Context: an optimization exercise on an open-source flow, tuned for small area and a short achievable clock period. The choices shown serve that exercise and are no tape-out recipe. The RTL was checked by simulation tests, not by an equivalence proof against the original design. Power figures rest on the tool's default switching activity, not on a simulated workload.

==> design/flow/design.v <==
`default_nettype none
`timescale 1ns/1ns
module pe (
    input  logic        clk,
    input  logic        rst,
    input  logic        clr,
    input  logic [7:0]  a_in,
    input  logic [7:0]  b_in,
    output logic [17:0] acc_out
);
    logic [17:0] rx, ry, sum;
    logic pp0_0;
    logic pp0_1;
    logic pp0_2;
    logic pp0_3;
    logic pp0_4;
    logic pp0_5;
    logic pp0_6;
    logic pp0_7;
    logic pp1_0;
    logic pp1_1;
    logic pp1_2;
    logic pp1_3;
    logic pp1_4;
    logic pp1_5;
    logic pp1_6;
    logic pp1_7;
    logic pp2_0;
    logic pp2_1;
    logic pp2_2;
    logic pp2_3;
    logic pp2_4;
    logic pp2_5;
    logic pp2_6;
    logic pp2_7;
    logic pp3_0;
    logic pp3_1;
    logic pp3_2;
    logic pp3_3;
    logic pp3_4;
    logic pp3_5;
    logic pp3_6;
    logic pp3_7;
    logic pp4_0;
    logic pp4_1;
    logic pp4_2;
    logic pp4_3;
    logic pp4_4;
    logic pp4_5;
    logic pp4_6;
    logic pp4_7;
    logic pp5_0;
    logic pp5_1;
    logic pp5_2;
    logic pp5_3;
    logic pp5_4;
    logic pp5_5;
    logic pp5_6;
    logic pp5_7;
    logic pp6_0;
    logic pp6_1;
    logic pp6_2;
    logic pp6_3;
    logic pp6_4;
    logic pp6_5;
    logic pp6_6;
    logic pp6_7;
    logic pp7_0;
    logic pp7_1;
    logic pp7_2;
    logic pp7_3;
    logic pp7_4;
    logic pp7_5;
    logic pp7_6;
    logic pp7_7;
    logic ha_s0;
    logic ha_c0;
    logic fa_s0;
    logic fa_c0;
    logic ha_s1;
    logic ha_c1;
    logic fa_s1;
    logic fa_c1;
    logic fa_s2;
    logic fa_c2;
    logic ha_s2;
    logic ha_c2;
    logic fa1_s0;
    logic fa1_c0;
    logic fa_s3;
    logic fa_c3;
    logic fa_s4;
    logic fa_c4;
    logic fa_s5;
    logic fa_c5;
    logic fa_s6;
    logic fa_c6;
    logic fa_s7;
    logic fa_c7;
    logic ha_s3;
    logic ha_c3;
    logic fa_s8;
    logic fa_c8;
    logic ha_s4;
    logic ha_c4;
    logic fa_s9;
    logic fa_c9;
    logic fa_s10;
    logic fa_c10;
    logic fa_s11;
    logic fa_c11;
    logic fa_s12;
    logic fa_c12;
    logic fa_s13;
    logic fa_c13;
    logic fa_s14;
    logic fa_c14;
    logic fa_s15;
    logic fa_c15;
    logic fa_s16;
    logic fa_c16;
    logic fa_s17;
    logic fa_c17;
    logic fa_s18;
    logic fa_c18;
    logic fa_s19;
    logic fa_c19;
    logic fa_s20;
    logic fa_c20;
    logic fa_s21;
    logic fa_c21;
    logic fa_s22;
    logic fa_c22;
    logic fa_s23;
    logic fa_c23;
    logic ha_s5;
    logic ha_c5;
    logic fa_s24;
    logic fa_c24;
    logic fa_s25;
    logic fa_c25;
    logic fa_s26;
    logic fa_c26;
    logic fa_s27;
    logic fa_c27;
    logic fx_s0;
    logic fx_c0;
    logic fx_s0_xy;
    logic fx_s1;
    logic fx_c1;
    logic fx_s1_xy;
    logic fx_s2;
    logic fx_c2;
    logic fx_s2_xy;
    logic fx_s3;
    logic fx_c3;
    logic fx_s3_xy;
    logic fx_s4;
    logic fx_c4;
    logic fx_s4_xy;
    logic fa_s28;
    logic fa_c28;
    logic fa_s29;
    logic fa_c29;
    logic ha_s6;
    logic ha_c6;
    logic fa_s30;
    logic fa_c30;
    logic fa_s31;
    logic fa_c31;
    logic fa_s32;
    logic fa_c32;
    logic fx_s5;
    logic fx_c5;
    logic fx_s5_xy;
    logic fx_s6;
    logic fx_c6;
    logic fx_s6_xy;
    logic fx_s7;
    logic fx_c7;
    logic fx_s7_xy;
    logic fx_s8;
    logic fx_c8;
    logic fx_s8_xy;
    logic fx_s9;
    logic fx_c9;
    logic fx_s9_xy;
    logic fx_s10;
    logic fx_c10;
    logic fx_s10_xy;
    logic fx_s11;
    logic fx_c11;
    logic fx_s11_xy;
    logic fx_s12;
    logic fx_c12;
    logic fx_s12_xy;
    logic fx_s13;
    logic fx_c13;
    logic fx_s13_xy;
    logic fa_s33;
    logic fa_c33;
    logic inv_s0;
    logic inv_c0;
    logic inv_s1;
    logic inv_c1;
    logic inv_s2;
    logic inv_c2;
    logic cpc0;
    logic cpc1;
    logic cpc2;
    logic cpc3;
    logic pp_p4;
    logic pp_g4;
    logic pp_p5;
    logic pp_g5;
    logic pp_p6;
    logic pp_g6;
    logic pp_p7;
    logic pp_g7;
    logic pp_p8;
    logic pp_g8;
    logic pp_p9;
    logic pp_g9;
    logic pp_p10;
    logic pp_g10;
    logic pp_p11;
    logic pp_g11;
    logic pp_p12;
    logic pp_g12;
    logic pp_p13;
    logic pp_g13;
    logic pp_p14;
    logic pp_g14;
    logic pp_p15;
    logic pp_g15;
    logic pp_p16;
    logic pp_g16;
    logic pp_p17;
    logic pp_g17;
    logic pg1;
    logic pg2;
    logic pq3;
    logic pg4;
    logic pq5;
    logic pg6;
    logic pq7;
    logic pg8;
    logic pq9;
    logic pg10;
    logic pq11;
    logic pg12;
    logic pq13;
    logic pn14;
    logic pg15;
    logic pg16;
    logic pn17;
    logic pg18;
    logic pn19;
    logic pq20;
    logic pg21;
    logic pq22;
    logic pn23;
    logic pg24;
    logic pn25;
    logic pq26;
    logic pg27;
    logic pq28;
    logic pg29;
    logic pn30;
    logic pg31;
    logic pn32;
    logic pg33;
    logic pg34;
    logic pg35;
    logic pq36;
    logic pn37;
    logic pg38;
    logic pn39;
    logic pq40;
    logic pn41;
    logic pg42;
    logic pg43;
    logic pg44;
    logic pn45;
    logic pg46;
    logic pg47;
    logic pn48;
    logic pg49;
    assign pp0_0 = a_in[0] & b_in[0];
    assign pp0_1 = a_in[0] & b_in[1];
    assign pp0_2 = a_in[0] & b_in[2];
    assign pp0_3 = a_in[0] & b_in[3];
    assign pp0_4 = a_in[0] & b_in[4];
    assign pp0_5 = a_in[0] & b_in[5];
    assign pp0_6 = a_in[0] & b_in[6];
    assign pp0_7 = ~(a_in[0] & b_in[7]);
    assign pp1_0 = a_in[1] & b_in[0];
    assign pp1_1 = a_in[1] & b_in[1];
    assign pp1_2 = a_in[1] & b_in[2];
    assign pp1_3 = a_in[1] & b_in[3];
    assign pp1_4 = a_in[1] & b_in[4];
    assign pp1_5 = a_in[1] & b_in[5];
    assign pp1_6 = a_in[1] & b_in[6];
    assign pp1_7 = ~(a_in[1] & b_in[7]);
    assign pp2_0 = a_in[2] & b_in[0];
    assign pp2_1 = a_in[2] & b_in[1];
    assign pp2_2 = a_in[2] & b_in[2];
    assign pp2_3 = a_in[2] & b_in[3];
    assign pp2_4 = a_in[2] & b_in[4];
    assign pp2_5 = a_in[2] & b_in[5];
    assign pp2_6 = a_in[2] & b_in[6];
    assign pp2_7 = ~(a_in[2] & b_in[7]);
    assign pp3_0 = a_in[3] & b_in[0];
    assign pp3_1 = a_in[3] & b_in[1];
    assign pp3_2 = a_in[3] & b_in[2];
    assign pp3_3 = a_in[3] & b_in[3];
    assign pp3_4 = a_in[3] & b_in[4];
    assign pp3_5 = a_in[3] & b_in[5];
    assign pp3_6 = a_in[3] & b_in[6];
    assign pp3_7 = ~(a_in[3] & b_in[7]);
    assign pp4_0 = a_in[4] & b_in[0];
    assign pp4_1 = a_in[4] & b_in[1];
    assign pp4_2 = a_in[4] & b_in[2];
    assign pp4_3 = a_in[4] & b_in[3];
    assign pp4_4 = a_in[4] & b_in[4];
    assign pp4_5 = a_in[4] & b_in[5];
    assign pp4_6 = a_in[4] & b_in[6];
    assign pp4_7 = ~(a_in[4] & b_in[7]);
    assign pp5_0 = a_in[5] & b_in[0];
    assign pp5_1 = a_in[5] & b_in[1];
    assign pp5_2 = a_in[5] & b_in[2];
    assign pp5_3 = a_in[5] & b_in[3];
    assign pp5_4 = a_in[5] & b_in[4];
    assign pp5_5 = a_in[5] & b_in[5];
    assign pp5_6 = a_in[5] & b_in[6];
    assign pp5_7 = ~(a_in[5] & b_in[7]);
    assign pp6_0 = a_in[6] & b_in[0];
    assign pp6_1 = a_in[6] & b_in[1];
    assign pp6_2 = a_in[6] & b_in[2];
    assign pp6_3 = a_in[6] & b_in[3];
    assign pp6_4 = a_in[6] & b_in[4];
    assign pp6_5 = a_in[6] & b_in[5];
    assign pp6_6 = a_in[6] & b_in[6];
    assign pp6_7 = ~(a_in[6] & b_in[7]);
    assign pp7_0 = ~(a_in[7] & b_in[0]);
    assign pp7_1 = ~(a_in[7] & b_in[1]);
    assign pp7_2 = ~(a_in[7] & b_in[2]);
    assign pp7_3 = ~(a_in[7] & b_in[3]);
    assign pp7_4 = ~(a_in[7] & b_in[4]);
    assign pp7_5 = ~(a_in[7] & b_in[5]);
    assign pp7_6 = ~(a_in[7] & b_in[6]);
    assign pp7_7 = a_in[7] & b_in[7];
    ha u_ha_s0 (.x(acc_out[5]), .y(pp0_5), .s(ha_s0), .c(ha_c0));
    fa u_fa_s0 (.x(pp1_5), .y(acc_out[6]), .z(pp0_6), .s(fa_s0), .c(fa_c0));
    ha u_ha_s1 (.x(pp2_4), .y(pp3_3), .s(ha_s1), .c(ha_c1));
    fa u_fa_s1 (.x(pp1_6), .y(acc_out[7]), .z(pp0_7), .s(fa_s1), .c(fa_c1));
    fa u_fa_s2 (.x(pp4_3), .y(pp2_5), .z(pp3_4), .s(fa_s2), .c(fa_c2));
    ha u_ha_s2 (.x(pp5_2), .y(pp6_1), .s(ha_s2), .c(ha_c2));
    assign fa1_s0 = ~(acc_out[8] ^ pp1_7);
    assign fa1_c0 = acc_out[8] | pp1_7;
    fa u_fa_s3 (.x(pp4_4), .y(pp2_6), .z(pp3_5), .s(fa_s3), .c(fa_c3));
    fa u_fa_s4 (.x(pp7_1), .y(pp5_3), .z(pp6_2), .s(fa_s4), .c(fa_c4));
    fa u_fa_s5 (.x(pp3_6), .y(acc_out[9]), .z(pp2_7), .s(fa_s5), .c(fa_c5));
    fa u_fa_s6 (.x(pp6_3), .y(pp4_5), .z(pp5_4), .s(fa_s6), .c(fa_c6));
    fa u_fa_s7 (.x(pp4_6), .y(acc_out[10]), .z(pp3_7), .s(fa_s7), .c(fa_c7));
    ha u_ha_s3 (.x(acc_out[3]), .y(pp0_3), .s(ha_s3), .c(ha_c3));
    fa u_fa_s8 (.x(pp1_3), .y(acc_out[4]), .z(pp0_4), .s(fa_s8), .c(fa_c8));
    ha u_ha_s4 (.x(pp2_2), .y(pp3_1), .s(ha_s4), .c(ha_c4));
    fa u_fa_s9 (.x(pp3_2), .y(pp1_4), .z(pp2_3), .s(fa_s9), .c(fa_c9));
    fa u_fa_s10 (.x(ha_s0), .y(pp4_1), .z(pp5_0), .s(fa_s10), .c(fa_c10));
    fa u_fa_s11 (.x(pp6_0), .y(pp4_2), .z(pp5_1), .s(fa_s11), .c(fa_c11));
    fa u_fa_s12 (.x(fa_s0), .y(ha_c0), .z(ha_s1), .s(fa_s12), .c(fa_c12));
    fa u_fa_s13 (.x(ha_s2), .y(pp7_0), .z(ha_c1), .s(fa_s13), .c(fa_c13));
    fa u_fa_s14 (.x(fa_s2), .y(fa_c0), .z(fa_s1), .s(fa_s14), .c(fa_c14));
    fa u_fa_s15 (.x(fa_c1), .y(ha_c2), .z(fa1_s0), .s(fa_s15), .c(fa_c15));
    fa u_fa_s16 (.x(fa_s4), .y(fa_c2), .z(fa_s3), .s(fa_s16), .c(fa_c16));
    fa u_fa_s17 (.x(fa_c3), .y(pp7_2), .z(fa1_c0), .s(fa_s17), .c(fa_c17));
    fa u_fa_s18 (.x(fa_s6), .y(fa_c4), .z(fa_s5), .s(fa_s18), .c(fa_c18));
    fa u_fa_s19 (.x(pp7_3), .y(pp5_5), .z(pp6_4), .s(fa_s19), .c(fa_c19));
    fa u_fa_s20 (.x(fa_s7), .y(fa_c5), .z(fa_c6), .s(fa_s20), .c(fa_c20));
    fa u_fa_s21 (.x(pp5_6), .y(acc_out[11]), .z(pp4_7), .s(fa_s21), .c(fa_c21));
    fa u_fa_s22 (.x(fa_c7), .y(pp6_5), .z(pp7_4), .s(fa_s22), .c(fa_c22));
    fa u_fa_s23 (.x(pp6_6), .y(acc_out[12]), .z(pp5_7), .s(fa_s23), .c(fa_c23));
    ha u_ha_s5 (.x(acc_out[2]), .y(pp0_2), .s(ha_s5), .c(ha_c5));
    fa u_fa_s24 (.x(pp3_0), .y(pp1_2), .z(pp2_1), .s(fa_s24), .c(fa_c24));
    fa u_fa_s25 (.x(ha_s4), .y(pp4_0), .z(ha_c3), .s(fa_s25), .c(fa_c25));
    fa u_fa_s26 (.x(fa_s9), .y(ha_c4), .z(fa_c8), .s(fa_s26), .c(fa_c26));
    fa u_fa_s27 (.x(fa_c10), .y(fa_c9), .z(fa_s11), .s(fa_s27), .c(fa_c27));
    xor2m u_fx_s0_xy (.a(fa_c11), .b(fa_s13), .y(fx_s0_xy));
    xor2m u_fx_s0 (.a(fx_s0_xy), .b(fa_c12), .y(fx_s0));
    maj3m u_fx_c0 (.a(fa_c11), .b(fa_s13), .c(fa_c12), .y(fx_c0));
    xor2m u_fx_s1_xy (.a(fa_c13), .b(fa_c14), .y(fx_s1_xy));
    xor2m u_fx_s1 (.a(fx_s1_xy), .b(fa_s15), .y(fx_s1));
    maj3m u_fx_c1 (.a(fa_c13), .b(fa_c14), .c(fa_s15), .y(fx_c1));
    xor2m u_fx_s2_xy (.a(fa_c15), .b(fa_c16), .y(fx_s2_xy));
    xor2m u_fx_s2 (.a(fx_s2_xy), .b(fa_s17), .y(fx_s2));
    maj3m u_fx_c2 (.a(fa_c15), .b(fa_c16), .c(fa_s17), .y(fx_c2));
    xor2m u_fx_s3_xy (.a(fa_s19), .b(fa_c17), .y(fx_s3_xy));
    xor2m u_fx_s3 (.a(fx_s3_xy), .b(fa_c18), .y(fx_s3));
    maj3m u_fx_c3 (.a(fa_s19), .b(fa_c17), .c(fa_c18), .y(fx_c3));
    xor2m u_fx_s4_xy (.a(fa_c19), .b(fa_s21), .y(fx_s4_xy));
    xor2m u_fx_s4 (.a(fx_s4_xy), .b(fa_c20), .y(fx_s4));
    maj3m u_fx_c4 (.a(fa_c19), .b(fa_s21), .c(fa_c20), .y(fx_c4));
    fa u_fa_s28 (.x(fa_s23), .y(pp7_5), .z(fa_c21), .s(fa_s28), .c(fa_c28));
    fa u_fa_s29 (.x(pp7_6), .y(acc_out[13]), .z(pp6_7), .s(fa_s29), .c(fa_c29));
    ha u_ha_s6 (.x(acc_out[1]), .y(pp0_1), .s(ha_s6), .c(ha_c6));
    fa u_fa_s30 (.x(ha_s5), .y(pp1_1), .z(pp2_0), .s(fa_s30), .c(fa_c30));
    fa u_fa_s31 (.x(fa_s24), .y(ha_c5), .z(ha_s3), .s(fa_s31), .c(fa_c31));
    fa u_fa_s32 (.x(fa_s25), .y(fa_c24), .z(fa_s8), .s(fa_s32), .c(fa_c32));
    xor2m u_fx_s5_xy (.a(fa_c25), .b(fa_s10), .y(fx_s5_xy));
    xor2m u_fx_s5 (.a(fx_s5_xy), .b(fa_s26), .y(fx_s5));
    maj3m u_fx_c5 (.a(fa_c25), .b(fa_s10), .c(fa_s26), .y(fx_c5));
    xor2m u_fx_s6_xy (.a(fa_c26), .b(fa_s12), .y(fx_s6_xy));
    xor2m u_fx_s6 (.a(fx_s6_xy), .b(fa_s27), .y(fx_s6));
    maj3m u_fx_c6 (.a(fa_c26), .b(fa_s12), .c(fa_s27), .y(fx_c6));
    xor2m u_fx_s7_xy (.a(fa_s14), .b(fa_c27), .y(fx_s7_xy));
    xor2m u_fx_s7 (.a(fx_s7_xy), .b(fx_s0), .y(fx_s7));
    maj3m u_fx_c7 (.a(fa_s14), .b(fa_c27), .c(fx_s0), .y(fx_c7));
    xor2m u_fx_s8_xy (.a(fa_s16), .b(fx_c0), .y(fx_s8_xy));
    xor2m u_fx_s8 (.a(fx_s8_xy), .b(fx_s1), .y(fx_s8));
    maj3m u_fx_c8 (.a(fa_s16), .b(fx_c0), .c(fx_s1), .y(fx_c8));
    xor2m u_fx_s9_xy (.a(fa_s18), .b(fx_c1), .y(fx_s9_xy));
    xor2m u_fx_s9 (.a(fx_s9_xy), .b(fx_s2), .y(fx_s9));
    maj3m u_fx_c9 (.a(fa_s18), .b(fx_c1), .c(fx_s2), .y(fx_c9));
    xor2m u_fx_s10_xy (.a(fa_s20), .b(fx_c2), .y(fx_s10_xy));
    xor2m u_fx_s10 (.a(fx_s10_xy), .b(fx_s3), .y(fx_s10));
    maj3m u_fx_c10 (.a(fa_s20), .b(fx_c2), .c(fx_s3), .y(fx_c10));
    xor2m u_fx_s11_xy (.a(fa_s22), .b(fx_s4), .y(fx_s11_xy));
    xor2m u_fx_s11 (.a(fx_s11_xy), .b(fx_c3), .y(fx_s11));
    maj3m u_fx_c11 (.a(fa_s22), .b(fx_s4), .c(fx_c3), .y(fx_c11));
    xor2m u_fx_s12_xy (.a(fa_c22), .b(fa_s28), .y(fx_s12_xy));
    xor2m u_fx_s12 (.a(fx_s12_xy), .b(fx_c4), .y(fx_s12));
    maj3m u_fx_c12 (.a(fa_c22), .b(fa_s28), .c(fx_c4), .y(fx_c12));
    xor2m u_fx_s13_xy (.a(fa_c23), .b(fa_s29), .y(fx_s13_xy));
    xor2m u_fx_s13 (.a(fx_s13_xy), .b(fa_c28), .y(fx_s13));
    maj3m u_fx_c13 (.a(fa_c23), .b(fa_s29), .c(fa_c28), .y(fx_c13));
    fa u_fa_s33 (.x(fa_c29), .y(acc_out[14]), .z(pp7_7), .s(fa_s33), .c(fa_c33));
    assign inv_s0 = ~acc_out[15];
    assign inv_c0 = acc_out[15];
    assign inv_s1 = ~acc_out[16];
    assign inv_c1 = acc_out[16];
    assign inv_s2 = ~acc_out[17];
    assign inv_c2 = acc_out[17];
    assign rx = {inv_c1, inv_c0, inv_s0, fa_s33, fx_s13, fx_s12, fx_s11, fx_c9, fx_c8, fx_c7, fx_c6, fx_c5, fa_c32, fa_c31, fa_c30, ha_c6, pp1_0, acc_out[0]};
    assign ry = {inv_s2, inv_s1, fa_c33, fx_c13, fx_c12, fx_c11, fx_c10, fx_s10, fx_s9, fx_s8, fx_s7, fx_s6, fx_s5, fa_s32, fa_s31, fa_s30, ha_s6, pp0_0};
    ha u_cpa0 (.x(acc_out[0]), .y(pp0_0), .s(sum[0]), .c(cpc0));
    fa u_cpa1 (.x(cpc0), .y(pp1_0), .z(ha_s6), .s(sum[1]), .c(cpc1));
    fa u_cpa2 (.x(cpc1), .y(ha_c6), .z(fa_s30), .s(sum[2]), .c(cpc2));
    fa u_cpa3 (.x(cpc2), .y(fa_c30), .z(fa_s31), .s(sum[3]), .c(cpc3));
    ha u_hpg4 (.x(fa_c31), .y(fa_s32), .s(pp_p4), .c(pp_g4));
    ha u_hpg5 (.x(fa_c32), .y(fx_s5), .s(pp_p5), .c(pp_g5));
    ha u_hpg6 (.x(fx_c5), .y(fx_s6), .s(pp_p6), .c(pp_g6));
    ha u_hpg7 (.x(fx_c6), .y(fx_s7), .s(pp_p7), .c(pp_g7));
    ha u_hpg8 (.x(fx_c7), .y(fx_s8), .s(pp_p8), .c(pp_g8));
    ha u_hpg9 (.x(fx_c8), .y(fx_s9), .s(pp_p9), .c(pp_g9));
    ha u_hpg10 (.x(fx_c9), .y(fx_s10), .s(pp_p10), .c(pp_g10));
    ha u_hpg11 (.x(fx_s11), .y(fx_c10), .s(pp_p11), .c(pp_g11));
    ha u_hpg12 (.x(fx_s12), .y(fx_c11), .s(pp_p12), .c(pp_g12));
    ha u_hpg13 (.x(fx_s13), .y(fx_c12), .s(pp_p13), .c(pp_g13));
    ha u_hpg14 (.x(fa_s33), .y(fx_c13), .s(pp_p14), .c(pp_g14));
    ha u_hpg15 (.x(inv_s0), .y(fa_c33), .s(pp_p15), .c(pp_g15));
    ha u_hpg16 (.x(inv_c0), .y(inv_s1), .s(pp_p16), .c(pp_g16));
    ha u_hpg17 (.x(inv_c1), .y(inv_s2), .s(pp_p17), .c(pp_g17));
    paoi u_pg1 (.g1(pp_g4), .p1(pp_p4), .g0(cpc3), .y(pg1));
    paoi u_pg2 (.g1(pp_g6), .p1(pp_p6), .g0(pp_g5), .y(pg2));
    pnand u_pq3 (.a(pp_p6), .b(pp_p5), .y(pq3));
    paoi u_pg4 (.g1(pp_g8), .p1(pp_p8), .g0(pp_g7), .y(pg4));
    pnand u_pq5 (.a(pp_p8), .b(pp_p7), .y(pq5));
    paoi u_pg6 (.g1(pp_g10), .p1(pp_p10), .g0(pp_g9), .y(pg6));
    pnand u_pq7 (.a(pp_p10), .b(pp_p9), .y(pq7));
    paoi u_pg8 (.g1(pp_g12), .p1(pp_p12), .g0(pp_g11), .y(pg8));
    pnand u_pq9 (.a(pp_p12), .b(pp_p11), .y(pq9));
    paoi u_pg10 (.g1(pp_g14), .p1(pp_p14), .g0(pp_g13), .y(pg10));
    pnand u_pq11 (.a(pp_p14), .b(pp_p13), .y(pq11));
    paoi u_pg12 (.g1(pp_g16), .p1(pp_p16), .g0(pp_g15), .y(pg12));
    pnand u_pq13 (.a(pp_p16), .b(pp_p15), .y(pq13));
    pinv u_pn14 (.a(pg1), .y(pn14));
    paoi u_pg15 (.g1(pp_g5), .p1(pp_p5), .g0(pn14), .y(pg15));
    poai u_pg16 (.g1(pg2), .p1(pq3), .g0(pg1), .y(pg16));
    pinv u_pn17 (.a(pg4), .y(pn17));
    paoi u_pg18 (.g1(pp_g9), .p1(pp_p9), .g0(pn17), .y(pg18));
    pinv u_pn19 (.a(pq5), .y(pn19));
    pnand u_pq20 (.a(pp_p9), .b(pn19), .y(pq20));
    poai u_pg21 (.g1(pg6), .p1(pq7), .g0(pg4), .y(pg21));
    pnor u_pq22 (.a(pq7), .b(pq5), .y(pq22));
    pinv u_pn23 (.a(pg8), .y(pn23));
    paoi u_pg24 (.g1(pp_g13), .p1(pp_p13), .g0(pn23), .y(pg24));
    pinv u_pn25 (.a(pq9), .y(pn25));
    pnand u_pq26 (.a(pp_p13), .b(pn25), .y(pq26));
    poai u_pg27 (.g1(pg10), .p1(pq11), .g0(pg8), .y(pg27));
    pnor u_pq28 (.a(pq11), .b(pq9), .y(pq28));
    paoi u_pg29 (.g1(pp_g7), .p1(pp_p7), .g0(pg16), .y(pg29));
    pinv u_pn30 (.a(pg16), .y(pn30));
    poai u_pg31 (.g1(pg4), .p1(pq5), .g0(pn30), .y(pg31));
    pinv u_pn32 (.a(pg16), .y(pn32));
    poai u_pg33 (.g1(pg18), .p1(pq20), .g0(pn32), .y(pg33));
    paoi u_pg34 (.g1(pg21), .p1(pq22), .g0(pg16), .y(pg34));
    paoi u_pg35 (.g1(pp_g15), .p1(pp_p15), .g0(pg27), .y(pg35));
    pnand u_pq36 (.a(pp_p15), .b(pq28), .y(pq36));
    pinv u_pn37 (.a(pg27), .y(pn37));
    poai u_pg38 (.g1(pg12), .p1(pq13), .g0(pn37), .y(pg38));
    pinv u_pn39 (.a(pq28), .y(pn39));
    pnor u_pq40 (.a(pq13), .b(pn39), .y(pq40));
    pinv u_pn41 (.a(pg34), .y(pn41));
    paoi u_pg42 (.g1(pp_g11), .p1(pp_p11), .g0(pn41), .y(pg42));
    poai u_pg43 (.g1(pg8), .p1(pq9), .g0(pg34), .y(pg43));
    poai u_pg44 (.g1(pg24), .p1(pq26), .g0(pg34), .y(pg44));
    pinv u_pn45 (.a(pg34), .y(pn45));
    paoi u_pg46 (.g1(pg27), .p1(pq28), .g0(pn45), .y(pg46));
    poai u_pg47 (.g1(pg35), .p1(pq36), .g0(pg34), .y(pg47));
    pinv u_pn48 (.a(pg34), .y(pn48));
    paoi u_pg49 (.g1(pg38), .p1(pq40), .g0(pn48), .y(pg49));
    assign sum[4] = pp_p4 ^ cpc3;
    assign sum[5] = ~(pp_p5 ^ pg1);
    assign sum[6] = ~(pp_p6 ^ pg15);
    assign sum[7] = pp_p7 ^ pg16;
    assign sum[8] = ~(pp_p8 ^ pg29);
    assign sum[9] = pp_p9 ^ pg31;
    assign sum[10] = pp_p10 ^ pg33;
    assign sum[11] = ~(pp_p11 ^ pg34);
    assign sum[12] = ~(pp_p12 ^ pg42);
    assign sum[13] = pp_p13 ^ pg43;
    assign sum[14] = pp_p14 ^ pg44;
    assign sum[15] = ~(pp_p15 ^ pg46);
    assign sum[16] = pp_p16 ^ pg47;
    assign sum[17] = ~(pp_p17 ^ pg49);
    always_ff @(posedge clk) begin
        if (rst || clr) acc_out <= '0;
        else            acc_out <= sum;
    end
endmodule
module fa (
    input  logic x,
    input  logic y,
    input  logic z,
    output logic s,
    output logic c
);
    assign s = x ^ y ^ z;
    assign c = (x & y) | (x & z) | (y & z);
endmodule
module bsel (
    input  logic one,
    input  logic two,
    input  logic neg,
    input  logic x,
    input  logic y,
    output logic p
);
    assign p = ((one & x) | (two & y)) ^ neg;
endmodule
module bseln (
    input  logic one,
    input  logic two,
    input  logic neg,
    input  logic x,
    input  logic y,
    output logic p
);
    assign p = ~(((one & x) | (two & y)) ^ neg);
endmodule
module xor2m (input logic a, input logic b, output logic y);
    assign y = a ^ b;
endmodule
module maj3m (input logic a, input logic b, input logic c, output logic y);
    assign y = (a & b) | (c & (a | b));
endmodule
module paoi (input logic g1, input logic p1, input logic g0, output logic y);
    assign y = ~(g1 | (p1 & g0));
endmodule
module poai (input logic g1, input logic p1, input logic g0, output logic y);
    assign y = ~(g1 & (p1 | g0));
endmodule
module pnand (input logic a, input logic b, output logic y);
    assign y = ~(a & b);
endmodule
module pnor (input logic a, input logic b, output logic y);
    assign y = ~(a | b);
endmodule
module pinv (input logic a, output logic y);
    assign y = ~a;
endmodule
module ha (
    input  logic x,
    input  logic y,
    output logic s,
    output logic c
);
    assign s = x ^ y;
    assign c = x & y;
endmodule
`default_nettype none
`timescale 1ns/1ns
module sysarray (
    input  logic               clk,
    input  logic               rst,
    input  logic               clr,
    input  logic [2:0][7:0]    left,
    input  logic [2:0][7:0]    top,
    output logic [8:0][17:0]   out
);
    logic [2:0][2:0][7:0] a_in;   
    logic [2:0][2:0][7:0] b_in;   
    genvar r, c;
    generate
        for (r = 0; r < 3; r++) begin : g_row
            assign a_in[r][0] = left[r];
            assign b_in[0][r] = top[r];
            for (c = 0; c < 3; c++) begin : g_col
                if (c < 2) begin : g_hop
                    logic [7:0] a_q, b_q;
                    always_ff @(posedge clk) begin
                        if (rst) begin
                            a_q <= '0;
                            b_q <= '0;
                        end else begin
                            a_q <= a_in[r][c];
                            b_q <= b_in[c][r];
                        end
                    end
                    assign a_in[r][c+1] = a_q;
                    assign b_in[c+1][r] = b_q;
                end
                pe u_pe (
                    .clk(clk),
                    .rst(rst),
                    .clr(clr),
                    .a_in(a_in[r][c]),
                    .b_in(b_in[r][c]),
                    .acc_out(out[3*r+c])
                );
            end
        end
    endgenerate
endmodule
`default_nettype none
`timescale 1ns/1ns
module sysarray_flat (
    input  wire         clk,
    input  wire         rst,
    input  wire         clr,
    input  wire [23:0]  a_left,
    input  wire [23:0]  b_top,
    output wire [161:0] acc_out
);
    sysarray u_arr (
        .clk(clk),
        .rst(rst),
        .clr(clr),
        .left(a_left),
        .top(b_top),
        .out(acc_out)
    );
endmodule
==> design/flow/flow/run.sh <==
#!/bin/bash
# The standard layout, with every port buffered by the smallest buffer
# (sky130_fd_sc_hd__buf_1) rather than the cell buffer_ports picks by itself;
# repair_design and repair_timing resize them afterwards where needed.
set -euo pipefail
export BUFFER_PORTS_ARGS="-buffer_cell sky130_fd_sc_hd__buf_1"
bash standard.sh > standard.log 2>&1
==> design/flow/standard.sh <==
#!/bin/bash
# synth_recipe.tcl (not shown) runs the flow's synth.tcl, then flattens the netlist and writes it again
# the make line also repeats each setting of config.mk as NAME=value (left out here)
make -C /OpenROAD-flow-scripts/flow DESIGN_CONFIG=/design/flow/config.mk WORK_HOME=/design/flow/orfs CLKGATE_MAP_FILE= SYNTH_SCRIPT=/design/flow/synth_recipe.tcl "${@:-finish}"
==> design/flow/config.mk <==
export PLATFORM = sky130hd
export DESIGN_NAME = sysarray_flat
export DESIGN_NICKNAME = sysarray_flat
export VERILOG_FILES = /design/flow/design.v
export SDC_FILE = /design/flow/constraint.sdc
export NUM_CORES = 4
export LEC_CHECK = 0
export CAP_MARGIN = 20
export CORE_MARGIN = 2
export CORE_UTILIZATION = 40
export CTS_BUF_LIST = sky130_fd_sc_hd__clkbuf_4 sky130_fd_sc_hd__clkbuf_8
export SETUP_SLACK_MARGIN = 1.0
export SLEW_MARGIN = 20
export SYNTH_HIERARCHICAL = 1
export SYNTH_MINIMUM_KEEP_SIZE = 0
==> design/flow/constraint.sdc <==
create_clock -name core_clock -period 5.0 [get_ports {clk}]
set_input_delay 1.0000 -clock core_clock [delete_from_list [all_inputs] [get_ports {clk}]]
set_output_delay 1.0000 -clock core_clock [all_outputs]
set_load 0.01 [all_outputs]
==> results of run 1 <==
-- modules after synthesis, one instance, submodules excluded, a selection --
| module | cells | area (sq um) |
|---|---|---|
| pnor | 1 | 3.75 |
| ha | 1 | 12.5 |
| maj3m | 1 | 11.3 |
| pe | 129 | 1020 |
| paoi | 1 | 8.76 |
| pnand | 1 | 3.75 |
| xor2m | 1 | 8.76 |
| poai | 1 | 5.00 |
-- layer usage --
| metal | wire length, microns | global-route usage (%) | vias to the layer above |
|---|---|---|---|
| li1 | - | - | 9021 |
| met1 | 28700 | 24.0 | 9421 |
| met3 | 3070 | 3.54 | 108 |
| met5 | 0 | 0 | - |
| met2 | 32700 | 34.1 | 360 |
| met4 | 1820 | 5.76 | 0 |
-- flip-flops by register name (all words and copies together), names as in the netlist --
signal	flops
u_arr.g_row.g_col.g_hop.a_q	48
u_arr.g_row.g_col.g_hop.b_q	48
u_arr.g_row.g_col.u_pe.acc_out	162
-- stage by stage --
| stage | setup slack, ps | area (sq um) | hold WS (ps) |
|---|---|---|---|
| after floorplan | 1000 | 27100 | 436 |
| after global placement | 296 | 28600 | 551 |
| after detailed placement | 192 | 28600 | 564 |
| after CTS | 1010 | 30000 | 579 |
| after global routing | 957 | 30100 | 587 |
| final | 1140 | 30100 | 563 |
-- layout by cell type, fill, tap and decap left out --
cell type / instances
sky130_fd_sc_hd__maj3_2: 126
sky130_fd_sc_hd__buf_12: 1
sky130_fd_sc_hd__dfxtp_2: 10
sky130_fd_sc_hd__buf_2: 3
sky130_fd_sc_hd__nor2b_1: 96
sky130_fd_sc_hd__clkbuf_4: 8
sky130_fd_sc_hd__o21ai_2: 1
sky130_fd_sc_hd__buf_4: 17
sky130_fd_sc_hd__clkinv_2: 4
sky130_fd_sc_hd__xor2_1: 315
sky130_fd_sc_hd__clkinv_4: 1
sky130_fd_sc_hd__nand2_1: 198
sky130_fd_sc_hd__nor2_1: 153
sky130_fd_sc_hd__fa_1: 333
sky130_fd_sc_hd__a21oi_4: 9
sky130_fd_sc_hd__buf_1: 184
sky130_fd_sc_hd__clkbuf_2: 24
sky130_fd_sc_hd__dfxtp_1: 248
sky130_fd_sc_hd__or2_1: 9
sky130_fd_sc_hd__clkinvlp_4: 1
sky130_fd_sc_hd__inv_1: 162
sky130_fd_sc_hd__a21oi_2: 135
sky130_fd_sc_hd__nor2_2: 9
sky130_fd_sc_hd__clkbuf_8: 75
sky130_fd_sc_hd__ha_1: 207
sky130_fd_sc_hd__bufinv_16: 9
sky130_fd_sc_hd__o21ai_1: 80
sky130_fd_sc_hd__and2_1: 495
sky130_fd_sc_hd__xnor2_1: 63
-- area by class of cell --
type                       instances  area [sq um]  share of cell area (%)
sequential                       258          5180                    17.2
clock inverter                    15           307                    1.02
timing repair buffer             230           981                    3.26
multi-input combinational       2229         20900                    69.3
tap                              873          1090                    3.63
clock buffer                      82          1080                    3.60
inverter                         162           608                    2.02
-- power by group --
| part | internal, mW | switching (mW) | total, mW |
|---|---|---|---|
| sequential | 2.40 | 0.342 | 2.74 |
| clock | 1.84 | 1.04 | 2.89 |
| combinational | 4.25 | 5.61 | 9.85 |
-- logic make-up (layout without fill, tap and decap cells) --
logic type,Yosys count,in the layout
xor+xnor,378,378
simple gates,960,960
fa+ha+maj,666,666
flops,258,258
buf+inv,226,489
compound gates,225,225
-- timing repair --
action,CTS,global route
cloned,0,0
gates resized for setup,5,42
pin swaps,0,1
endpoints found under the setup margin,11,50
buffers inserted,0,2
-- worst max-delay path, cell delays in order --
cell and delay (ps):
sky130_fd_sc_hd__clkbuf_2 200, sky130_fd_sc_hd__and2_1 230, sky130_fd_sc_hd__fa_1 510, sky130_fd_sc_hd__fa_1 450, sky130_fd_sc_hd__maj3_2 350, sky130_fd_sc_hd__xor2_1 170
sky130_fd_sc_hd__xor2_1 150, sky130_fd_sc_hd__ha_1 360, sky130_fd_sc_hd__a21oi_2 140, sky130_fd_sc_hd__o21ai_1 100, sky130_fd_sc_hd__a21oi_4 250, sky130_fd_sc_hd__inv_1 90
sky130_fd_sc_hd__a21oi_2 150, sky130_fd_sc_hd__xor2_1 150, sky130_fd_sc_hd__nor2_1 50
-- path summary, 6_finish.rpt --
check	cells after the start	to	slack, ps
worst max-delay path	15	u_arr.g_row[1].g_col[0].u_pe.acc_out[15]	1140
worst min-delay path	1	u_arr.g_row[2].g_col[1].g_hop.b_q[6]	560
worst max register to register	14	u_arr.g_row[1].g_col[1].u_pe.acc_out[17]	1160
worst min register to register	1	u_arr.g_row[2].g_col[1].g_hop.b_q[6]	560
==> impl_metrics.json, run 1 <==
{
  "main_combinational_cell_family_by_area_after_synthesis": "adder cells",
  "mappedNetlistArea_sq_mm": 0.0271,
  "simple_gate_portion_of_the_synthesized_area_pct": 18.9,
  "syn-num-nets": 3304,
  "core_region_area_sq_mm": 0.0670,
  "synth_mux_area_share_pct": 0,
  "die_h_microns": 264,
  "final.period_utilization_pct": 77.1,
  "final_layout_size_suffix_gt1_share_pct": 14.5,
  "route.detailed.wl_per_inst_microns": 17.2,
  "util_after_layout_pct": 44.9,
  "outcome": "timing/DRC/antenna clean",
  "grt_max_degree": 61,
  "fin_cells": 3849,
  "finalNetCount": 3525,
  "final_antenna_net_count": 0,
  "post_synth_num_cell_types": 19,
  "routabilityCongestion": 0.857,
  "vias": 18900,
  "row_count": 95,
  "worst_setup_path_start_kind": "input pin",
  "ys_top_cells_by_area": "sky130_fd_sc_hd__fa_1 (25%), sky130_fd_sc_hd__dfxtp_1 (19%), sky130_fd_sc_hd__and2_1 (11%)",
  "flip_flop_and_latch_count_after_synthesis": 258,
  "finalCriticalPeriod_ps": 3860,
  "num-fill-cells": 6478,
  "synth_compound_gate_area_share_pct": 6.16,
  "timing.final.max_slew_violations": 0,
  "synthesis.yosys.warnings": 8,
  "required_ps": 5520,
  "yosysTopAreaCellShare_pct": 24.6,
  "worst_vdd_rail_ir_drop_mv": 0.385,
  "drt-initial-drc-count": 597,
  "place_hpwl_microns": 52600,
  "drt_pass1_iterations": 5,
  "final.setup.tns_ps": 0,
  "ys_seq_area_share_pct": 19.1,
  "grt_util_all_layers_pct": 19.3,
  "antenna_cells_inserted": 0,
  "dieWidth_microns": 264,
  "synth_xor_area_share_pct": 12.2,
  "initial_utilization_pct": 40.4,
  "min_from": "u_arr.g_row[2].g_col[0].g_hop.b_q[6]",
  "synthMostInstantiatedCell": "sky130_fd_sc_hd__and2_1",
  "power_mw": 15.5,
  "syn-instance-count": 2713,
  "cp.arrival_ps": 4380,
  "clockRootBuffer": "sky130_fd_sc_hd__clkbuf_8",
  "critical_path.endpoint_type": "register",
  "synth_fa_ha_area_share_pct": 39.4,
  "die_area_sq_mm": 0.0698,
  "cellPowerDensity_mw_per_mm2": 514,
  "h-tree-depth": 2,
  "antenna_violations_before_repair": 0,
  "port-buffer-count": 212,
  "p_leak_nw": 13.7,
  "ios": 213,
  "globalRoute.totalOverflow": 0,
  "critical_path.reg2reg.startpoint": "u_arr.g_row[1].g_col[0].g_hop.b_q[5]",
  "worst_setup_path_category": "in -> reg",
  "syn_to_final_growth_pct": 11.2,
  "setup_violators_final": 0,
  "clk-insertion-delay-late_ps": 660,
  "tritoncts.num_buffers": 53,
  "critPathMaxFanout": 9,
  "syn-mean-instance-area_sq_um": 9.98,
  "timing.max_slew.rel_slack_pct": 49.8,
  "synth_edf_count": 0,
  "synth_flop_cell": "sky130_fd_sc_hd__dfxtp_1",
  "holdCritPathClass": "reg -> reg",
  "cts_num_sinks": 258,
  "number_of_hold_violations_in_the_final_report": 0,
  "detail_route.vias_per_cell": 4.91,
  "cts.path.max_buffers": 3,
  "timing.critical_path.from": "a_left[10]",
  "max_cap_violations": 0,
  "fmaxAchievable_mhz": 259,
  "netlist_top_cells_count": "sky130_fd_sc_hd__and2_1 (495), sky130_fd_sc_hd__fa_1 (333), sky130_fd_sc_hd__xor2_1 (315)",
  "grt_setup_unrepaired": "true",
  "first_global_vias": 20900,
  "cts_tree": "done",
  "detail_route.wirelength_microns": 66200,
  "worst_clock_skew_ps": 49.6,
  "remaining_drc_errors": 0,
  "cts.clk_slew.worst_paths_ps": 60,
  "worst_slew_pin_slew_ps": 753,
  "numPlacedInstances": 3750,
  "cts-hold-fix-buffers": 0,
  "synth_largest_area_cell": "sky130_fd_sc_hd__fa_1",
  "grt_pass1_wl_microns": 109000,
  "async_reset_ff_share_pct": 0
}
==> inputs of run 2 (changes only) <==
--- a/design/flow/config.mk
+++ b/design/flow/config.mk
@@ -9,7 +9,7 @@
 export CORE_MARGIN = 2
 export CORE_UTILIZATION = 40
 export CTS_BUF_LIST = sky130_fd_sc_hd__clkbuf_4 sky130_fd_sc_hd__clkbuf_8
-export SETUP_SLACK_MARGIN = 1.0
+export SETUP_SLACK_MARGIN = 0.9
 export SLEW_MARGIN = 20
 export SYNTH_HIERARCHICAL = 1
 export SYNTH_MINIMUM_KEEP_SIZE = 0
==> impl_metrics.json, run 2 <==
{
  "placed_area_sq_mm": 0.0286,
  "synth_flop_cell": "sky130_fd_sc_hd__dfxtp_1",
  "route.detailed.wl_per_inst_microns": 17.3,
  "most_common_library_cell_in_the_layout_ignoring_fill_and_taps": "sky130_fd_sc_hd__and2_1",
  "cp.arrival_ps": 4490,
  "flip_flop_and_latch_count_after_synthesis": 258,
  "async_reset_ff_share_pct": 0,
  "largest_register_ffs": 162,
  "ys_top_cells_by_area": "sky130_fd_sc_hd__fa_1 (25%), sky130_fd_sc_hd__dfxtp_1 (19%), sky130_fd_sc_hd__and2_1 (11%)",
  "synth_edf_count": 0,
  "r2r_slack_ps": 1100,
  "setup_violators_final": 0,
  "multi_input_area_sq_mm": 0.0208,
  "mappedNetlistArea_sq_mm": 0.0271,
  "first_global_vias": 21500,
  "syn-mean-instance-area_sq_um": 9.98,
  "outcome": "timing/DRC/antenna clean",
  "final.period_utilization_pct": 79.5,
  "vias": 19000,
  "h-tree-depth": 2,
  "crit_path_cell_trace": "clkbuf_2 -> and2_1 -> fa_1 -> fa_1 -> maj3_2 -> xor2_1 -> xor2_1 -> ha_1 -> a21oi_2 -> o21ai_1 -> a21oi_4 -> inv_1 -> a21oi_2 -> xor2_1 -> nor2_1",
  "clock_power_share_pct": 16.8,
  "detail_route.vias_per_cell": 4.93,
  "drt_pass1_iterations": 6,
  "post_cts_resize_count": 0,
  "ys_seq_area_share_pct": 19.1,
  "layout_setup_ws_ps": 1030,
  "synthesis.yosys.warnings": 8,
  "max_cap_violations": 0,
  "switching_power_mw": 7.01,
  "port-buffer-count": 212,
  "initial_utilization_pct": 40.4,
  "clockRootBuffer": "sky130_fd_sc_hd__clkbuf_8",
  "critical_path.reg2reg.startpoint": "u_arr.g_row[0].g_col[0].g_hop.b_q[4]",
  "mostFrequentLayoutCells": "sky130_fd_sc_hd__and2_1 (495), sky130_fd_sc_hd__fa_1 (333), sky130_fd_sc_hd__xor2_1 (315)",
  "seq_power_share_pct": 18.1,
  "worst_r2r_endpoint": "u_arr.g_row[1].g_col[0].u_pe.acc_out[15]",
  "core_region_area_sq_mm": 0.0670,
  "die_area_sq_mm": 0.0698,
  "syn-num-nets": 3304,
  "netlist_top_cells_count": "sky130_fd_sc_hd__and2_1 (495), sky130_fd_sc_hd__fa_1 (333), sky130_fd_sc_hd__xor2_1 (315)",
  "crit_path_frequent_cell": "sky130_fd_sc_hd__xor2_1",
  "worstRegToRegCells": 14,
  "min_delay_worst_endpoint": "u_arr.g_row[0].g_col[1].g_hop.a_q[0]",
  "place_hpwl_microns": 52500,
  "dieWidth_microns": 264,
  "finished_layout_cell_area_sq_mm": 0.0299,
  "final_antenna_net_count": 0,
  "sequential_cell_area_sq_mm": 0.00517,
  "worstHoldPathCells": 1,
  "tritoncts.num_buffers": 53,
  "critical-path-top-delay-family": "adder cells",
  "worst_setup_path_start_kind": "input pin",
  "drt-initial-drc-count": 620,
  "buf_inv_on_cp": 2,
  "timing.max_slew.rel_slack_pct": 45.0,
  "worst_clock_skew_ps": 25.2,
  "cellPowerDensity_mw_per_mm2": 506,
  "final_layout_size_suffix_gt1_share_pct": 14.2,
  "grt_max_degree": 49,
  "antenna_violations_before_repair": 3,
  "critical_path.endpoint_type": "register",
  "cts-hold-fix-buffers": 0,
  "globalRoute.totalOverflow": 0,
  "worst_setup_path_category": "in -> reg",
  "critPathMaxFanout": 9,
  "grt_setup_unrepaired": "true",
  "grt_util_all_layers_pct": 19.7,
  "p_leak_nw": 13.6,
  "worst_vdd_rail_ir_drop_mv": 0.375,
  "cell_internal_pwr_mw": 8.13,
  "routabilityCongestion": 0.862,
  "finalCriticalPeriod_ps": 3970,
  "min_from": "u_arr.g_row[0].g_col[0].g_hop.a_q[0]",
  "num-fill-cells": 6508,
  "power_mw": 15.1,
  "required_ps": 5520,
  "util_after_layout_pct": 44.6,
  "row_count": 95,
  "post-cts-setup-buffer-count": 0,
  "remaining_drc_errors": 0,
  "critical-path-slowest-cell": "sky130_fd_sc_hd__fa_1",
  "netSwitchingFraction_pct": 46.3,
  "clk-insertion-delay-late_ps": 640,
  "synthMostInstantiatedCell": "sky130_fd_sc_hd__and2_1",
  "number_of_hold_violations_in_the_final_report": 0,
  "holdCritPathClass": "reg -> reg",
  "finalNetCount": 3527,
  "grt_pass1_wl_microns": 111000,
  "cts_tree": "done",
  "cts_num_sinks": 258,
  "yosysTopAreaCellShare_pct": 24.6,
  "worst_path_largest_cell_delay_ps": 520,
  "timing.final.max_slew_violations": 0,
  "die_h_microns": 264,
  "worst_slew_pin_slew_ps": 825,
  "combPwrFrac_pct": 65.1,
  "cts.clk_slew.worst_paths_ps": 60,
  "final.setup.tns_ps": 0,
  "synth_largest_area_cell": "sky130_fd_sc_hd__fa_1",
  "place_ws_ps": 251,
  "syn-instance-count": 2713,
  "syn_to_final_growth_pct": 10.4,
  "post_synth_num_cell_types": 19,
  "ios": 213,
  "top_regs": "u_arr.g_row.g_col.u_pe.acc_out: 162 flops, u_arr.g_row.g_col.g_hop.a_q: 48 flops, u_arr.g_row.g_col.g_hop.b_q: 48 flops",
  "detail_route.wirelength_microns": 66800,
  "fmaxAchievable_mhz": 252,
  "max_flop_register": "u_arr.g_row.g_col.u_pe.acc_out",
  "cts.path.max_buffers": 3
}
-- run 2: cell counts after synthesis --
Identical to the previous run, type by type.
-- run 2: logic make-up (layout without fill, tap and decap cells) --
group | after synthesis | count (layout) | synth area share, %
XOR/XNOR | 378 | 378 | 12.2
buffers and inverters | 226 | 489 | 4.16
other | 0 | 1 | 0
flip-flops | 258 | 258 | 19.1
AND/OR/NAND/NOR | 960 | 960 | 18.9
adder cells (fa/ha/maj) | 666 | 666 | 39.4
AO/OA/AOI/OAI | 225 | 225 | 6.16
-- run 2: area by class of cell --
type	instances	share of cell area (%)
clock buffer	78	3.40
clock inverter	17	0.632
timing repair buffer	232	3.33
tap	873	3.65
antenna	1	0.00837
sequential	258	17.3
multi-input combinational	2229	69.7
inverter	162	2.03
-- run 2: per-module statistics from Yosys, one instance, submodules excluded, a selection --
module,flops+latches,cell area [sq um],times used,cells inside
sysarray,96,2600,1,202
pe,18,1020,9,129
fa,0,20.0,333,1
ha,0,12.5,198,1
xor2m,0,8.76,252,1
paoi,0,8.76,144,1
pnor,0,3.75,27,1
pnand,0,3.75,81,1
-- run 2: worst max-delay path by stage --
stage	cells past startpoint	startpoint	slack [ps]	to
floorplan	15	a_left[7]	940	u_arr.g_row[0].g_col[0].u_pe.acc_out[15]
global placement	15	b_top[21]	330	u_arr.g_row[0].g_col[2].u_pe.acc_out[12]
detailed placement	15	a_left[11]	250	u_arr.g_row[1].g_col[0].u_pe.acc_out[17]
CTS	15	a_left[11]	940	u_arr.g_row[1].g_col[0].u_pe.acc_out[15]
global route	15	a_left[10]	870	u_arr.g_row[1].g_col[0].u_pe.acc_out[15]
finish	15	a_left[10]	1030	u_arr.g_row[1].g_col[0].u_pe.acc_out[15]
-- run 2: power groups by stage --
stage	Clock, mW	Combinational, mW	Sequential (mW)
2_1_floorplan	0	8.03	2.75
3_3_place_gp	0	9.42	2.79
3_5_place_dp	0	9.71	2.80
4_1_cts	2.67	9.81	2.75
5_1_grt	2.75	11.1	2.79
6_report	2.54	9.85	2.74
-- run 2: per-stage QoR --
stage	hold slack, ps	instances
floorplan	436	2713
global placement	555	3754
detailed placement	565	3754
CTS	584	3849
global route	575	3850
finish	565	3850
-- run 2: worst register-to-register path: cells and delay by family, from the launching register on --
family,cells,cell delay (ps)
adders and majority gates,4,1610
xor gates and xnor gates,3,560
buffers and inverters,1,90
DFF,1,570
and+or+nand+nor,2,270
AOI/OAI and AO/OA,4,680
-- run 2: per-layer routing --
metal	routed length (microns)	track usage [%]	vias to the layer above	part of all wire, %
met1	29200	24.7	9507	44
met2	33000	34.5	351	49
met5	15	0	-	0.022
met4	1540	5.37	2	2.3
met3	2940	3.62	111	4.4
li1	-	-	9019	-
==> inputs of run 3 (changes only) <==
--- a/design/flow/config.mk
+++ b/design/flow/config.mk
@@ -9,7 +9,7 @@
 export CORE_MARGIN = 2
 export CORE_UTILIZATION = 40
 export CTS_BUF_LIST = sky130_fd_sc_hd__clkbuf_4 sky130_fd_sc_hd__clkbuf_8
-export SETUP_SLACK_MARGIN = 0.9
+export SETUP_SLACK_MARGIN = 1.1
 export SLEW_MARGIN = 20
 export SYNTH_HIERARCHICAL = 1
 export SYNTH_MINIMUM_KEEP_SIZE = 0
==> impl_metrics.json, run 3 <==
{
  "holdCritPathClass": "reg -> reg",
  "vias": 18800,
  "most_common_library_cell_in_the_layout_ignoring_fill_and_taps": "sky130_fd_sc_hd__and2_1",
  "top_regs": "u_arr.g_row.g_col.u_pe.acc_out: 162 flops, u_arr.g_row.g_col.g_hop.a_q: 48 flops, u_arr.g_row.g_col.g_hop.b_q: 48 flops",
  "tritoncts.num_buffers": 53,
  "setup_violators_final": 0,
  "min_from": "u_arr.g_row[2].g_col[0].g_hop.a_q[1]",
  "cts.clk_slew.worst_paths_ps": 70,
  "clk-insertion-delay-late_ps": 650,
  "finalCriticalPeriod_ps": 3790,
  "critPathMaxFanout": 5,
  "dieWidth_microns": 264,
  "cts_num_sinks": 258,
  "worst_vdd_rail_ir_drop_mv": 0.435,
  "cts_tree": "done",
  "initial_utilization_pct": 40.4,
  "ios": 213,
  "drt-initial-drc-count": 607,
  "core_region_area_sq_mm": 0.0670,
  "power_mw": 15.5,
  "timing.final.max_slew_violations": 0,
  "synthesis.yosys.warnings": 8,
  "grt_util_all_layers_pct": 19.4,
  "clockRootBuffer": "sky130_fd_sc_hd__clkbuf_8",
  "worstHoldPathCells": 1,
  "top_signal_layer_used": "met5",
  "route.detailed.wl_per_inst_microns": 17.2,
  "antenna_violations_before_repair": 2,
  "async_reset_ff_share_pct": 0,
  "final_antenna_net_count": 0,
  "remaining_drc_errors": 0,
  "placed_area_sq_mm": 0.0287,
  "number_of_hold_violations_in_the_final_report": 0,
  "place_hpwl_microns": 52500,
  "syn-num-nets": 3304,
  "util_after_layout_pct": 45.2,
  "detail_route.wirelength_microns": 66200,
  "worst_setup_path_category": "in -> reg",
  "met3_length_microns": 2770,
  "critical-path-slowest-cell": "sky130_fd_sc_hd__fa_1",
  "p_leak_nw": 13.7,
  "final.setup.tns_ps": 0,
  "flip_flop_and_latch_count_after_synthesis": 258,
  "critical-path-top-delay-family": "adder cells",
  "ys_seq_area_share_pct": 19.1,
  "final.period_utilization_pct": 75.7,
  "cp.arrival_ps": 4290,
  "grt_max_degree": 51,
  "critical_path.endpoint_type": "register",
  "globalRoute.totalOverflow": 0,
  "drt_pass1_iterations": 5,
  "critical_path.reg2reg.startpoint": "u_arr.g_row[2].g_col[1].g_hop.a_q[6]",
  "mappedNetlistArea_sq_mm": 0.0271,
  "buf_inv_on_cp": 3,
  "mostFrequentLayoutCells": "sky130_fd_sc_hd__and2_1 (483), sky130_fd_sc_hd__xor2_1 (314), sky130_fd_sc_hd__fa_1 (312)",
  "worst_setup_path_start_kind": "input pin",
  "grt_setup_unrepaired": "false",
  "largest_register_ffs": 162,
  "netlist_top_cells_count": "sky130_fd_sc_hd__and2_1 (495), sky130_fd_sc_hd__fa_1 (333), sky130_fd_sc_hd__xor2_1 (315)",
  "die_area_sq_mm": 0.0698,
  "fmaxAchievable_mhz": 264,
  "worst_slew_pin_slew_ps": 996,
  "max_flop_register": "u_arr.g_row.g_col.u_pe.acc_out",
  "synth_flop_cell": "sky130_fd_sc_hd__dfxtp_1",
  "syn-instance-count": 2713,
  "synthMostInstantiatedCell": "sky130_fd_sc_hd__and2_1",
  "finished_layout_cell_area_sq_mm": 0.0303,
  "die_h_microns": 264,
  "cellPowerDensity_mw_per_mm2": 512,
  "max_cap_violations": 0,
  "timing.critical_path.from": "a_left[5]",
  "crit_path_cell_trace": "buf_1 -> buf_4 -> and2_1 -> fa_1 -> fa_1 -> maj3_2 -> maj3_2 -> ha_1 -> a21oi_2 -> o21ai_2 -> inv_1 -> o21ai_1 -> a21oi_2 -> xor2_1 -> nor2_1",
  "post_synth_num_cell_types": 19,
  "yosysTopAreaCellShare_pct": 24.6,
  "ys_top_cells_by_area": "sky130_fd_sc_hd__fa_1 (25%), sky130_fd_sc_hd__dfxtp_1 (19%), sky130_fd_sc_hd__and2_1 (11%)",
  "path_depth": 15,
  "final_layout_size_suffix_gt1_share_pct": 17.9,
  "port-buffer-count": 212,
  "syn_to_final_growth_pct": 11.9,
  "synth_largest_area_cell": "sky130_fd_sc_hd__fa_1",
  "worst_clock_skew_ps": 19.5,
  "finalNetCount": 3528,
  "synth_edf_count": 0,
  "worstRegToRegCells": 14,
  "first_global_vias": 20900,
  "h-tree-depth": 2,
  "timing.max_slew.rel_slack_pct": 33.6,
  "detail_route.vias_per_cell": 4.89,
  "detailroute.wirelength.met2_microns": 33200,
  "grt_pass1_wl_microns": 109000,
  "num-fill-cells": 6435,
  "worst_path_largest_cell_delay_ps": 440,
  "row_count": 95,
  "cts.path.max_buffers": 3,
  "outcome": "timing/DRC/antenna clean",
  "syn-mean-instance-area_sq_um": 9.98,
  "routabilityCongestion": 0.846,
  "required_ps": 5500,
  "wirelength_met1_microns": 28000
}
[run 3: changes by cell type in the layout (fill, tap and decap cells not counted), sizes merged]
cell / change
clkinvlp: +2
diode: +1
clkbuf: +8
bufinv: +1
inv: -1
clkinv: -2
buf: -4
[run 3: per-layer routing]
metal / up-vias / track usage [%]
met1: 9379 / 23.5
met5: - / 0
met2: 334 / 34.5
met3: 115 / 3.59
met4: 2 / 6.65
li1: 9016 / -
[run 3: per-module statistics from Yosys (local to each module, per instance), a selection]
module / cell area, sq um / copies in the design
sysarray: 2600 / 1
pe: 1020 / 9
fa: 20.0 / 333
ha: 12.5 / 198
maj3m: 11.3 / 126
paoi: 8.76 / 144
poai: 5.00 / 81
pnand: 3.75 / 81
pnor: 3.75 / 27
[run 3: logic make-up (layout without fill, tap and decap cells)]
logic type	after synthesis	after routing	synth area share [%]
AO/OA/AOI/OAI	225	225	6.16
XOR/XNOR	378	378	12.2
adder cells (fa/ha/maj)	666	666	39.4
buffers and inverters	226	493	4.16
flip-flops	258	258	19.1
other	0	2	0
AND/OR/NAND/NOR	960	960	18.9
[run 3: power breakdown]
group	internal, mW	total [mW]	leakage, nW	switching, mW
sequential	2.40	2.75	2.14	0.346
combinational	4.46	10.1	10.9	5.62
clock	1.62	2.67	0.672	1.06
total	8.48	15.5	13.7	7.03
[run 3: final cells by class]
| class | count | area, sq um | share of cell area, % |
|---|---|---|---|
| Sequential cell | 258 | 5250 | 17.3 |
| Antenna cell | 2 | 5.00 | 0.0165 |
| Timing Repair Buffer | 233 | 1000 | 3.31 |
| Clock inverter | 17 | 219 | 0.723 |
| Tap cell | 873 | 1090 | 3.61 |
| Inverter | 162 | 608 | 2.01 |
| Multi-Input combinational cell | 2229 | 21000 | 69.5 |
| Clock buffer | 81 | 1060 | 3.52 |
[run 3: timing repair]
action,4_1_cts,5_1_grt
buffers inserted,0,9
hold buffers,0,0
endpoints found under the setup margin,14,59
pin swaps,0,6
gates resized for setup,10,98
[run 3: stage by stage]
stage / setup slack, ps / hold WS (ps) / instances
5_1_grt: 1090 / 565 / 3855
2_1_floorplan: 1100 / 436 / 2713
3_3_place_gp: 392 / 550 / 3746
6_report: 1210 / 542 / 3855
4_1_cts: 1090 / 566 / 3844
3_5_place_dp: 311 / 572 / 3746
[run 3: final timing paths]
path / to / slack [ps]
max: u_arr.g_row[0].g_col[0].u_pe.acc_out[17] / 1210
min: u_arr.g_row[2].g_col[1].g_hop.a_q[1] / 540
max reg2reg: u_arr.g_row[2].g_col[2].u_pe.acc_out[17] / 1310
min reg2reg: u_arr.g_row[2].g_col[1].g_hop.a_q[1] / 540
[run 3: worst register-to-register path, stage by stage, from the launching register on]
cell and delay, ps:
sky130_fd_sc_hd__dfxtp_1 510, sky130_fd_sc_hd__and2_1 220, sky130_fd_sc_hd__fa_1 440, sky130_fd_sc_hd__fa_1 420, sky130_fd_sc_hd__maj3_2 350, sky130_fd_sc_hd__xor2_1 170
sky130_fd_sc_hd__xor2_1 150, sky130_fd_sc_hd__ha_1 360, sky130_fd_sc_hd__a21oi_2 150, sky130_fd_sc_hd__o21ai_1 100, sky130_fd_sc_hd__a21oi_4 250, sky130_fd_sc_hd__inv_1 100
sky130_fd_sc_hd__a21oi_2 150, sky130_fd_sc_hd__xor2_1 150, sky130_fd_sc_hd__nor2_1 60
==> inputs of run 4 (changes only) <==
==> design/flow/flow/run.sh (replaced) <==
#!/bin/bash
set -euo pipefail
export BUFFER_PORTS_ARGS="-buffer_cell sky130_fd_sc_hd__buf_1"
export PRE_RESIZE_TCL="$PWD/flow/pre_resize.tcl"
bash standard.sh > standard.log 2>&1
==> design/flow/flow/pre_resize.tcl (new file) <==
# Input-port buffers (named input* by buffer_ports) to buf_4.
set n 0
foreach inst [get_cells input*] {
  if { [get_property $inst ref_name] == "sky130_fd_sc_hd__buf_1" } {
    replace_cell $inst sky130_fd_sc_hd__buf_4
    incr n
  }
}
puts "pre_resize: $n input buffers made sky130_fd_sc_hd__buf_4"
--- a/design/flow/config.mk
+++ b/design/flow/config.mk
@@ -9,7 +9,7 @@
 export CORE_MARGIN = 2
 export CORE_UTILIZATION = 40
 export CTS_BUF_LIST = sky130_fd_sc_hd__clkbuf_4 sky130_fd_sc_hd__clkbuf_8
-export SETUP_SLACK_MARGIN = 1.1
+export SETUP_SLACK_MARGIN = 1.25
 export SLEW_MARGIN = 20
 export SYNTH_HIERARCHICAL = 1
 export SYNTH_MINIMUM_KEEP_SIZE = 0
==> impl_metrics.json, run 4 <==
{
  "largest_register_ffs": 162,
  "netSwitchingFraction_pct": 45.7,
  "clock_power_share_pct": 15.6,
  "main_combinational_cell_family_by_area_after_synthesis": "adder cells",
  "async_reset_ff_share_pct": 0,
  "syn_to_final_growth_pct": 13.2,
  "switching_power_mw": 7.18,
  "synthesis.yosys.warnings": 8,
  "mostFrequentLayoutCells": "sky130_fd_sc_hd__and2_1 (483), sky130_fd_sc_hd__xor2_1 (307), sky130_fd_sc_hd__fa_1 (298)",
  "finalNetCount": 3547,
  "synth_compound_gate_area_share_pct": 6.16,
  "critical_path.endpoint_type": "register",
  "die_h_microns": 264,
  "syn-num-nets": 3304,
  "final_layout_size_suffix_gt1_share_pct": 21.1,
  "core_region_area_sq_mm": 0.0670,
  "h-tree-depth": 2,
  "grt_max_degree": 54,
  "cts_tree": "done",
  "worst_setup_path_category": "in -> reg",
  "synth_fa_ha_area_share_pct": 39.4,
  "place_hpwl_microns": 52500,
  "port-buffer-count": 212,
  "grt_pass1_wl_microns": 109000,
  "clk-insertion-delay-late_ps": 650,
  "finalCriticalPeriod_ps": 3700,
  "timing.max_slew.rel_slack_pct": 45.6,
  "ys_top_cells_by_area": "sky130_fd_sc_hd__fa_1 (25%), sky130_fd_sc_hd__dfxtp_1 (19%), sky130_fd_sc_hd__and2_1 (11%)",
  "dieWidth_microns": 264,
  "critical-path-top-delay-family": "adder cells",
  "grt_util_all_layers_pct": 19.4,
  "synth_mux_area_share_pct": 0,
  "simple_gate_portion_of_the_synthesized_area_pct": 18.9,
  "fmaxAchievable_mhz": 271,
  "synthMostInstantiatedCell": "sky130_fd_sc_hd__and2_1",
  "detail_route.wirelength_microns": 66500,
  "worst_path_largest_cell_delay_ps": 460,
  "max_flop_register": "u_arr.g_row.g_col.u_pe.acc_out",
  "crit_path_frequent_cell": "sky130_fd_sc_hd__xor2_1",
  "initial_utilization_pct": 40.4,
  "syn-instance-count": 2713,
  "worst_slew_pin_slew_ps": 816,
  "cts-hold-fix-buffers": 0,
  "yosysTopAreaCellShare_pct": 24.6,
  "power_mw": 15.7,
  "setup_violators_final": 0,
  "final.period_utilization_pct": 73.9,
  "netlist_top_cells_count": "sky130_fd_sc_hd__and2_1 (495), sky130_fd_sc_hd__fa_1 (333), sky130_fd_sc_hd__xor2_1 (315)",
  "final_antenna_net_count": 0,
  "required_ps": 5510,
  "remaining_drc_errors": 0,
  "antenna_violations_before_repair": 4,
  "critical-path-slowest-cell": "sky130_fd_sc_hd__fa_1",
  "num-fill-cells": 6394,
  "flip_flop_and_latch_count_after_synthesis": 258,
  "number_of_hold_violations_in_the_final_report": 0,
  "mappedNetlistArea_sq_mm": 0.0271,
  "top_regs": "u_arr.g_row.g_col.u_pe.acc_out: 162 flops, u_arr.g_row.g_col.g_hop.a_q: 48 flops, u_arr.g_row.g_col.g_hop.b_q: 48 flops",
  "timing.final.max_slew_violations": 0,
  "route.detailed.wl_per_inst_microns": 17.2,
  "cell_internal_pwr_mw": 8.54,
  "cellPowerDensity_mw_per_mm2": 513,
  "synth_xor_area_share_pct": 12.2,
  "first_global_vias": 21000,
  "synth_largest_area_cell": "sky130_fd_sc_hd__fa_1",
  "ios": 213,
  "seq_power_share_pct": 17.4,
  "cts.clk_slew.worst_paths_ps": 60,
  "most_common_library_cell_in_the_layout_ignoring_fill_and_taps": "sky130_fd_sc_hd__and2_1",
  "detail_route.vias_per_cell": 4.90,
  "buf_inv_on_cp": 2,
  "clockRootBuffer": "sky130_fd_sc_hd__clkbuf_8",
  "drt-initial-drc-count": 811,
  "tritoncts.num_buffers": 57,
  "r2r_slack_ps": 1410,
  "drt_pass1_iterations": 5,
  "post_synth_num_cell_types": 19,
  "synth_edf_count": 0,
  "outcome": "timing/DRC/antenna clean",
  "combPwrFrac_pct": 67.0,
  "holdCritPathClass": "reg -> reg",
  "die_area_sq_mm": 0.0698,
  "routabilityCongestion": 0.879,
  "final.setup.tns_ps": 0,
  "ys_seq_area_share_pct": 19.1,
  "worst_vdd_rail_ir_drop_mv": 0.554,
  "vias": 19000,
  "crit_path_cell_trace": "buf_4 -> and2_4 -> fa_1 -> fa_2 -> maj3_2 -> xor2_1 -> xor2_1 -> ha_1 -> a21oi_2 -> o21ai_1 -> a21oi_4 -> inv_1 -> a21oi_2 -> xor2_1 -> nor2_1",
  "syn-mean-instance-area_sq_um": 9.98,
  "cts_num_sinks": 258,
  "p_leak_nw": 13.8,
  "worst_clock_skew_ps": 18.9,
  "cts.path.max_buffers": 3,
  "row_count": 95,
  "critPathMaxFanout": 9,
  "grt_setup_unrepaired": "true",
  "max_cap_violations": 0,
  "cp.arrival_ps": 4210,
  "worst_setup_path_start_kind": "input pin",
  "globalRoute.totalOverflow": 0,
  "synth_flop_cell": "sky130_fd_sc_hd__dfxtp_1"
}
[run 4: cell types whose count changed in the layout (fill, tap and decap cells not counted), sizes merged]
cell | before | now
clkinvlp | 2 | 0
bufinv | 5 | 0
clkbuf | 113 | 90
clkinv | 10 | 11
buf | 201 | 247
diode | 2 | 1
[run 4: power groups by stage]
stage	clock (mW)	combinational, mW	sequential, mW
after floorplan	0	8.23	2.75
after global placement	0	9.57	2.79
after detailed placement	0	9.91	2.79
after CTS	2.57	10.1	2.76
after global routing	2.65	11.8	2.80
final	2.45	10.5	2.74
[run 4: Yosys stat by module, one instance, submodules excluded, excerpt]
module  flops+latches  copies in the design  area (sq um)  cells
xor2m               0                   252          8.76      1
pnand               0                    81          3.75      1
paoi                0                   144          8.76      1
fa                  0                   333          20.0      1
poai                0                    81          5.00      1
pnor                0                    27          3.75      1
pe                 18                     9          1020    129
[run 4: timing repair]
action                     4_1_cts  5_1_grt
setup buffers                    6       19
pin swaps                        1       49
gates resized for setup         27      112
setup endpoints to repair       28       61
[run 4: metal layers]
layer | part of all wire (%) | track usage [%] | vias up | wire length [microns]
li1 | - | - | 9039 | -
met1 | 43 | 24.2 | 9472 | 28500
met2 | 50 | 33.6 | 330 | 33000
met3 | 4.7 | 4.02 | 111 | 3120
met4 | 2.9 | 6.14 | 6 | 1920
met5 | 0.045 | 0 | - | 30
[run 4: per-stage QoR]
stage	hold WS [ps]	setup slack (ps)	cell area [sq um]	cells	utilization, %
after floorplan	436	1100	27300	2713	-
after global routing	538	1150	30700	3871	45.7
after global placement	558	430	28700	3745	42.9
after CTS	559	1240	30200	3851	45.0
after detailed placement	563	546	28900	3745	43.1
final	516	1300	30700	3871	45.7
[run 4: final timing paths]
check                                  startpoint                                       end  cells after the start
max                                     b_top[22]  u_arr.g_row[0].g_col[2].u_pe.acc_out[15]                     15
min          u_arr.g_row[2].g_col[0].g_hop.a_q[6]      u_arr.g_row[2].g_col[1].g_hop.a_q[6]                      1
max reg2reg  u_arr.g_row[0].g_col[0].g_hop.a_q[1]  u_arr.g_row[0].g_col[1].u_pe.acc_out[17]                     14
min reg2reg  u_arr.g_row[2].g_col[0].g_hop.a_q[6]      u_arr.g_row[2].g_col[1].g_hop.a_q[6]                      1
[run 4: area by class of cell]
cell class	instances	area, sq um	area share (%)
inverters	162	608	1.98
multi-input cells	2229	21200	69.2
clock inverters	11	55.1	0.180
clock buffers	89	1120	3.65
repair buffers	248	1250	4.09
flip-flops and latches	258	5310	17.3
well taps	873	1090	3.56
diodes	1	2.50	0.00816
[run 4: logic make-up after synthesis]
logic type	after synthesis
and+or+nand+nor	960
DFF	258
buffers and inverters	226
xor gates and xnor gates	378
adders and majority gates	666
AOI/OAI and AO/OA	225
[run 4: worst reg2reg max path: cells and delay by family (launching register included)]
| family | cells | cell delay [ps] |
|---|---|---|
| adders and majority gates | 4 | 1500 |
| and+or+nand+nor | 2 | 240 |
| xor gates and xnor gates | 3 | 460 |
| AOI/OAI and AO/OA | 4 | 690 |
| buffers and inverters | 1 | 90 |
| DFF | 1 | 450 |
